Background: an optimization exercise with open tools, aiming at small area and a short achievable clock period. Do not read the settings as production practice. The RTL was checked by simulation tests, not by an equivalence proof against the original design. No activity file was given, so power comes from the tool's default toggle rates.

==> flow/design.v <==
module add32_ks(input logic [31:0] a, input logic [31:0] b, output logic [31:0] s);
logic [31:0] gg [0:5];
logic [31:0] tt [0:5];
logic [31:0] p;
genvar l, i;
generate
	for (i = 0; i < 32; i++) begin : g_l0
		g_nand2 u_g (.a(a[i]), .b(b[i]), .y(gg[0][i]));
		g_nor2  u_t (.a(a[i]), .b(b[i]), .y(tt[0][i]));
		g_xor2  u_p (.a(a[i]), .b(b[i]), .y(p[i]));
	end
	for (l = 1; l <= 5; l++) begin : g_lv
		localparam int D = 1 << (l - 1);
		for (i = 0; i < 32; i++) begin : g_b
			if (i < D) begin : g_pass
				g_inv u_g (.a(gg[l-1][i]), .y(gg[l][i]));
				assign tt[l][i] = 1'b0;
			end else if (l % 2 == 1) begin : g_odd
				g_oai21 u_g (.a(gg[l-1][i]), .b(tt[l-1][i]), .c(gg[l-1][i-D]), .y(gg[l][i]));
				if (i >= 2 * D) begin : g_t
					g_nor2 u_t (.a(tt[l-1][i]), .b(tt[l-1][i-D]), .y(tt[l][i]));
				end else begin : g_nt
					assign tt[l][i] = 1'b0;
				end
			end else begin : g_even
				g_aoi21 u_g (.a(gg[l-1][i]), .b(tt[l-1][i]), .c(gg[l-1][i-D]), .y(gg[l][i]));
				if (i >= 2 * D) begin : g_t
					g_nand2 u_t (.a(tt[l-1][i]), .b(tt[l-1][i-D]), .y(tt[l][i]));
				end else begin : g_nt
					assign tt[l][i] = 1'b0;
				end
			end
		end
	end
	assign s[0] = p[0];
	for (i = 1; i < 32; i++) begin : g_s
		g_xor2 u_s (.a(p[i]), .b(gg[5][i-1]), .y(s[i]));
	end
endgenerate
endmodule
module g_inv  (input logic a, output logic y); assign y = ~a; endmodule
module g_nand2(input logic a, input logic b, output logic y); assign y = ~(a & b); endmodule
module g_nor2 (input logic a, input logic b, output logic y); assign y = ~(a | b); endmodule
module g_xor2 (input logic a, input logic b, output logic y); assign y = a ^ b; endmodule
module g_xnor2(input logic a, input logic b, output logic y); assign y = ~(a ^ b); endmodule
module g_nand3(input logic a, input logic b, input logic c, output logic y); assign y = ~(a & b & c); endmodule
module g_nand4(input logic a, input logic b, input logic c, input logic d, output logic y); assign y = ~(a & b & c & d); endmodule
module g_nor3 (input logic a, input logic b, input logic c, output logic y); assign y = ~(a | b | c); endmodule
module g_or3  (input logic a, input logic b, input logic c, output logic y); assign y = a | b | c; endmodule
module g_aoi21(input logic a, input logic b, input logic c, output logic y); assign y = ~(a | (b & c)); endmodule
module g_oai21(input logic a, input logic b, input logic c, output logic y); assign y = ~(a & (b | c)); endmodule
module g_aoi222(input logic a1, input logic a2, input logic b1, input logic b2,
                input logic c1, input logic c2, output logic y);
assign y = ~((a1 & a2) | (b1 & b2) | (c1 & c2));
endmodule
module rd_bit(input logic [31:1] d, input logic [31:1] s, output logic y);
logic [10:0] n;
logic [2:0]  h;
genvar g;
generate for (g = 0; g < 10; g++) begin : g_t
	g_aoi222 u (.a1(d[3*g+1]), .a2(s[3*g+1]), .b1(d[3*g+2]), .b2(s[3*g+2]),
	            .c1(d[3*g+3]), .c2(s[3*g+3]), .y(n[g]));
end endgenerate
g_nand2 u_n10 (.a(d[31]), .b(s[31]), .y(n[10]));
g_nand4 u_h0 (.a(n[0]), .b(n[1]), .c(n[2]), .d(n[3]), .y(h[0]));
g_nand4 u_h1 (.a(n[4]), .b(n[5]), .c(n[6]), .d(n[7]), .y(h[1]));
g_nand3 u_h2 (.a(n[8]), .b(n[9]), .c(n[10]), .y(h[2]));
g_or3   u_y  (.a(h[0]), .b(h[1]), .c(h[2]), .y(y));
endmodule
module rd_bit2(input logic [31:1] d, input logic [31:1] s, output logic y, output logic ya_n);
logic [10:0] n;
logic [2:0]  h;
genvar g;
generate for (g = 0; g < 10; g++) begin : g_t
	g_aoi222 u (.a1(d[3*g+1]), .a2(s[3*g+1]), .b1(d[3*g+2]), .b2(s[3*g+2]),
	            .c1(d[3*g+3]), .c2(s[3*g+3]), .y(n[g]));
end endgenerate
g_nand2 u_n10 (.a(d[31]), .b(s[31]), .y(n[10]));
g_nand4 u_h0 (.a(n[0]), .b(n[1]), .c(n[2]), .d(n[3]), .y(h[0]));
g_nand4 u_h1 (.a(n[4]), .b(n[5]), .c(n[6]), .d(n[7]), .y(h[1]));
g_nand3 u_h2 (.a(n[8]), .b(n[9]), .c(n[10]), .y(h[2]));
g_or3   u_y  (.a(h[0]), .b(h[1]), .c(h[2]), .y(y));
g_nor3  u_ya (.a(h[0]), .b(h[1]), .c(h[2]), .y(ya_n));
endmodule
module singlecycle(i_clk, i_rst_n, o_pc, i_instr, o_dmem_addr, o_dmem_wdata, o_dmem_we, i_ld_data, o_pc_debug, o_insn_vld);
input  logic        i_clk, i_rst_n;
output logic [31:0] o_pc;
input  logic [31:0] i_instr;
output logic [31:0] o_dmem_addr;
output logic [31:0] o_dmem_wdata;
output logic        o_dmem_we;
input  logic [31:0] i_ld_data;
output logic        o_insn_vld;
output logic [31:0] o_pc_debug;
wire [4:0] opc = i_instr[6:2];
wire [2:0] f3  = i_instr[14:12];
wire [4:0] rd_a  = i_instr[11:7];
wire [4:0] rs1_a = i_instr[19:15];
wire [4:0] rs2_a = i_instr[24:20];
wire is_op     = (opc == 5'b01100);
wire is_opimm  = (opc == 5'b00100);
wire is_load   = (opc == 5'b00000);
wire is_store  = (opc == 5'b01000);
wire is_branch = (opc == 5'b11000);
wire is_jal    = (opc == 5'b11011);
wire is_jalr   = (opc == 5'b11001);
wire is_lui    = (opc == 5'b01101);
wire is_auipc  = (opc == 5'b00101);
assign o_insn_vld = is_op | is_opimm | is_load | is_store | is_branch |
                    is_jal | is_jalr | is_lui | is_auipc;
assign o_dmem_we  = is_store;
wire rd_wren = is_op | is_opimm | is_load | is_jal | is_jalr | is_lui | is_auipc;
wire [31:0] imm_i = {{20{i_instr[31]}}, i_instr[31:20]};
wire [31:0] imm_s = {{20{i_instr[31]}}, i_instr[31:25], i_instr[11:7]};
wire [31:0] imm_b = {{20{i_instr[31]}}, i_instr[7], i_instr[30:25], i_instr[11:8], 1'b0};
wire [31:0] imm_j = {{12{i_instr[31]}}, i_instr[19:12], i_instr[20], i_instr[30:21], 1'b0};
wire [31:0] imm_u = {i_instr[31:12], 12'b0};
logic [31:0] pc, pc_dbg;
logic [31:0] rf [1:31];
logic [31:1] s1, s2;
always_comb
	for (int k = 1; k < 32; k++) begin
		s1[k] = (rs1_a == k[4:0]);
		s2[k] = (rs2_a == k[4:0]);
	end
logic [31:0] rs1, rs2, rs1a_n;
genvar b;
generate for (b = 0; b < 32; b++) begin : g_rd
	logic [31:1] col;
	for (genvar k = 1; k < 32; k++) begin : g_col
		assign col[k] = rf[k][b];
	end
	rd_bit2 u1 (.d(col), .s(s1), .y(rs1[b]), .ya_n(rs1a_n[b]));
	rd_bit u2 (.d(col), .s(s2), .y(rs2[b]));
end endgenerate
wire        pcrel   = is_branch | is_jal | is_auipc;
wire        use_rs1 = ~pcrel & ~is_lui;
wire [31:0] base    = (pc & {32{pcrel}}) | (~rs1a_n & {32{use_rs1}});
wire [31:0] imm_x   = is_branch ? imm_b :
                      is_jal    ? imm_j :
                      (is_lui | is_auipc) ? imm_u :
                      is_store  ? imm_s : imm_i;
wire [31:0] tgt;
add32_ks u_tgt (.a(base), .b(imm_x), .s(tgt));
assign o_dmem_addr  = tgt;
assign o_dmem_wdata = rs2;
wire        use_imm = ~i_instr[5];             
wire [31:0] opb     = use_imm ? imm_i : rs2;
wire        sub     = is_branch | (f3[2:1] == 2'b01) | (is_op & (f3 == 3'b000) & i_instr[30]);
wire [31:0] opbx    = opb ^ {32{sub}};
wire [33:0] sumc    = {1'b0, rs1, 1'b1} + {1'b0, opbx, sub};
wire [32:0] sum     = sumc[33:1];
wire        ltu     = ~sum[32];
wire        lt      = (rs1[31] ^ opb[31]) ? rs1[31] : sum[31];
wire [31:0] t_x     = rs1 ^ opb;
wire [31:0] t_a     = rs1 & opb;
wire        eq      = (t_x == 32'b0);
wire [4:0]  shamt   = opb[4:0];
wire        left    = ~f3[2];
wire        fill    = f3[2] & i_instr[30] & rs1[31];
logic [31:0] sh_in, sh1, sh2, sh4, sh8, sh16, sh_rev;
always_comb begin
	for (int k = 0; k < 32; k++) sh_in[k] = left ? rs1[31-k] : rs1[k];
	sh1  = shamt[0] ? {fill, sh_in[31:1]}       : sh_in;
	sh2  = shamt[1] ? {{2{fill}}, sh1[31:2]}    : sh1;
	sh4  = shamt[2] ? {{4{fill}}, sh2[31:4]}    : sh2;
	sh8  = shamt[3] ? {{8{fill}}, sh4[31:8]}    : sh4;
	sh16 = shamt[4] ? {{16{fill}}, sh8[31:16]}  : sh8;
	for (int k = 0; k < 32; k++) sh_rev[k] = sh16[31-k];
end
wire s_add = (f3 == 3'b000);
wire s_sl  = (f3 == 3'b001);
wire s_sr  = (f3 == 3'b101);
wire s_x   = (f3 == 3'b100) | (f3 == 3'b110);
wire s_a   = (f3[2:1] == 2'b11);
wire s_lt  = (f3 == 3'b010);
wire s_ltu = (f3 == 3'b011);
wire [31:0] alu = ({32{s_add}} & sum[31:0]) | ({32{s_sr}} & sh16) | ({32{s_sl}} & sh_rev) |
                  ({32{s_x}} & t_x) | ({32{s_a}} & t_a) |
                  {31'b0, (s_lt & lt) | (s_ltu & ltu)};
wire [31:0] pc4    = {pc[31:2] + 30'd1, pc[1:0]};
wire        taken  = (f3[2] ? (f3[1] ? ltu : lt) : eq) ^ f3[0];
wire        jump   = is_jal | is_jalr | (is_branch & taken);
wire [31:0] pc_nxt = jump ? tgt : pc4;
wire [31:0] wb = is_load ? i_ld_data :
                 (is_lui | is_auipc) ? tgt :
                 (is_jal | is_jalr) ? pc4 : alu;
wire [31:0] wd = wb & {32{i_rst_n}};
wire        we = rd_wren | ~i_rst_n;
always_ff @(posedge i_clk) begin
	for (int k = 1; k < 32; k++)
		if (we & (~i_rst_n | (rd_a == k[4:0])))
			rf[k] <= wd;
end
always_ff @(posedge i_clk) begin
	if (!i_rst_n) begin
		pc     <= 32'b0;
		pc_dbg <= 32'b0;
	end else begin
		pc     <= pc_nxt;
		pc_dbg <= pc;
	end
end
assign o_pc       = pc;
assign o_pc_debug = pc_dbg;
endmodule
clock: 28.0 ns
lec_check: 0
cap_margin: 20
core_margin: 2
core_utilization: 55
place_density: 0.68
slew_margin: 20
synth_hierarchical: 1
synth_minimum_keep_size: 0
standard.sh (not shown) runs the stock make flow with config.mk's settings and CLKGATE_MAP_FILE= SYNTH_SCRIPT=/design/flow/synth_recipe.tcl, a recipe that flattens the netlist after the stock synthesis.
==> flow/flow/run.sh <==
#!/bin/bash
# Own flow: the standard ORFS layout (standard synthesis unchanged) with
#  - small port buffers (buf_2) instead of the default delay-cell buffers;
#  - a clock tree of clkbuf_16 over larger sink clusters, no dummy loads.
# The make output goes to flow_make.log; ORFS keeps each step's log in orfs/logs.
set -euo pipefail
MARGIN=$(cat flow/margin.txt)
export BUFFER_PORTS_ARGS="-buffer_cell sky130_fd_sc_hd__buf_2"
export CTS_ARGS="-sink_clustering_enable -repair_clock_nets -dont_use_dummy_load -buf_list sky130_fd_sc_hd__clkbuf_16 -root_buf sky130_fd_sc_hd__clkbuf_16 -sink_clustering_size 24 -sink_clustering_max_diameter 80"
bash standard.sh SETUP_SLACK_MARGIN=$MARGIN "BUFFER_PORTS_ARGS=$BUFFER_PORTS_ARGS" "CTS_ARGS=$CTS_ARGS" finish > flow_make.log 2>&1
==> flow/flow/margin.txt <==
13
The starting point completed without violations.
Change:
--- a/flow/design.v
+++ b/flow/design.v
@@ -50,12 +50,13 @@
 module g_aoi21(input logic a, input logic b, input logic c, output logic y); assign y = ~(a | (b & c)); endmodule
 module g_oai21(input logic a, input logic b, input logic c, output logic y); assign y = ~(a & (b | c)); endmodule
 module g_aoi222(input logic a1, input logic a2, input logic b1, input logic b2,
                 input logic c1, input logic c2, output logic y);
 assign y = ~((a1 & a2) | (b1 & b2) | (c1 & c2));
 endmodule
+module g_ha  (input logic a, input logic b, output logic s, output logic c); assign s = a ^ b; assign c = a & b; endmodule
 module rd_bit(input logic [31:1] d, input logic [31:1] s, output logic y);
 logic [10:0] n;
 logic [2:0]  h;
 genvar g;
 generate for (g = 0; g < 10; g++) begin : g_t
 	g_aoi222 u (.a1(d[3*g+1]), .a2(s[3*g+1]), .b1(d[3*g+2]), .b2(s[3*g+2]),
@@ -78,12 +79,32 @@
 g_nand2 u_n10 (.a(d[31]), .b(s[31]), .y(n[10]));
 g_nand4 u_h0 (.a(n[0]), .b(n[1]), .c(n[2]), .d(n[3]), .y(h[0]));
 g_nand4 u_h1 (.a(n[4]), .b(n[5]), .c(n[6]), .d(n[7]), .y(h[1]));
 g_nand3 u_h2 (.a(n[8]), .b(n[9]), .c(n[10]), .y(h[2]));
 g_or3   u_y  (.a(h[0]), .b(h[1]), .c(h[2]), .y(y));
 g_nor3  u_ya (.a(h[0]), .b(h[1]), .c(h[2]), .y(ya_n));
+endmodule
+module dec5(input logic [4:0] a, output logic [31:1] s);
+logic [4:0] an;
+logic [3:0] p_n;
+logic [7:0] q_n;
+genvar i, j;
+generate
+	for (i = 0; i < 5; i++) begin : g_inv
+		g_inv u (.a(a[i]), .y(an[i]));
+	end
+	for (j = 0; j < 4; j++) begin : g_p
+		g_nand2 u (.a(j[1] ? a[4] : an[4]), .b(j[0] ? a[3] : an[3]), .y(p_n[j]));
+	end
+	for (j = 0; j < 8; j++) begin : g_q
+		g_nand3 u (.a(j[2] ? a[2] : an[2]), .b(j[1] ? a[1] : an[1]), .c(j[0] ? a[0] : an[0]), .y(q_n[j]));
+	end
+	for (i = 1; i < 32; i++) begin : g_s
+		g_nor2 u (.a(p_n[i >> 3]), .b(q_n[i & 7]), .y(s[i]));
+	end
+endgenerate
 endmodule
 module singlecycle(i_clk, i_rst_n, o_pc, i_instr, o_dmem_addr, o_dmem_wdata, o_dmem_we, i_ld_data, o_pc_debug, o_insn_vld);
 input  logic        i_clk, i_rst_n;
 output logic [31:0] o_pc;
 input  logic [31:0] i_instr;
 output logic [31:0] o_dmem_addr;
@@ -115,17 +136,14 @@
 wire [31:0] imm_b = {{20{i_instr[31]}}, i_instr[7], i_instr[30:25], i_instr[11:8], 1'b0};
 wire [31:0] imm_j = {{12{i_instr[31]}}, i_instr[19:12], i_instr[20], i_instr[30:21], 1'b0};
 wire [31:0] imm_u = {i_instr[31:12], 12'b0};
 logic [31:0] pc, pc_dbg;
 logic [31:0] rf [1:31];
 logic [31:1] s1, s2;
-always_comb
-	for (int k = 1; k < 32; k++) begin
-		s1[k] = (rs1_a == k[4:0]);
-		s2[k] = (rs2_a == k[4:0]);
-	end
+dec5 u_dec1 (.a(rs1_a), .s(s1));
+dec5 u_dec2 (.a(rs2_a), .s(s2));
 logic [31:0] rs1, rs2, rs1a_n;
 genvar b;
 generate for (b = 0; b < 32; b++) begin : g_rd
 	logic [31:1] col;
 	for (genvar k = 1; k < 32; k++) begin : g_col
 		assign col[k] = rf[k][b];
@@ -175,13 +193,21 @@
 wire s_a   = (f3[2:1] == 2'b11);
 wire s_lt  = (f3 == 3'b010);
 wire s_ltu = (f3 == 3'b011);
 wire [31:0] alu = ({32{s_add}} & sum[31:0]) | ({32{s_sr}} & sh16) | ({32{s_sl}} & sh_rev) |
                   ({32{s_x}} & t_x) | ({32{s_a}} & t_a) |
                   {31'b0, (s_lt & lt) | (s_ltu & ltu)};
-wire [31:0] pc4    = {pc[31:2] + 30'd1, pc[1:0]};
+logic [31:0] pc4;
+logic [31:2] pc4_c;
+assign pc4[1:0]  = pc[1:0];
+assign pc4[2]    = ~pc[2];
+assign pc4_c[2]  = pc[2];
+genvar gi;
+generate for (gi = 3; gi < 32; gi++) begin : g_inc
+	g_ha u (.a(pc[gi]), .b(pc4_c[gi-1]), .s(pc4[gi]), .c(pc4_c[gi]));
+end endgenerate
 wire        taken  = (f3[2] ? (f3[1] ? ltu : lt) : eq) ^ f3[0];
 wire        jump   = is_jal | is_jalr | (is_branch & taken);
 wire [31:0] pc_nxt = jump ? tgt : pc4;
 wire [31:0] wb = is_load ? i_ld_data :
                  (is_lui | is_auipc) ? tgt :
                  (is_jal | is_jalr) ? pc4 : alu;
Effect: The new run produced a clean layout; non-clock buffer count is higher by 17; final area barely changes; register-to-register slack gets worse by 830 ps; sequential power is lower by about 3%; worst setup slack gets better by 28 ps; area after synthesis is lower by 0.38%.

[port drivers added, routing unchanged]
How much do the figures lean on ideal ports? The routed layouts below were timed once more, with nothing changed but the port constraints. Step 1 sets driving cells, clkbuf_16 on the clock port and buf_2 on the other inputs (assumed; they add their load-dependent delay and slew). Step 2 times the ports against the registers' clock, not the clock port: input delays grow and output delays shrink by t, the midpoint of the rising clock arrivals with the driver on. Slacks: ideal / step 1 / step 2; pairs: ideal / step 1.
run | t, ns | setup WS [ns] | worst register clock-pin slew, ns | worst data-port slew with drivers (ns)
the first run | 0.728 | 12.900 / 12.804 / 12.804 | 0.10 / 0.10 | 0.13
the second run | 0.767 | 12.928 / 12.793 / 12.793 | 0.10 / 0.10 | 0.13
After both steps setup and hold are still met in every run listed. The setup slack of the second run, which loses most, moves by -0.135 ns with the drivers and by -0.135 ns with both steps.
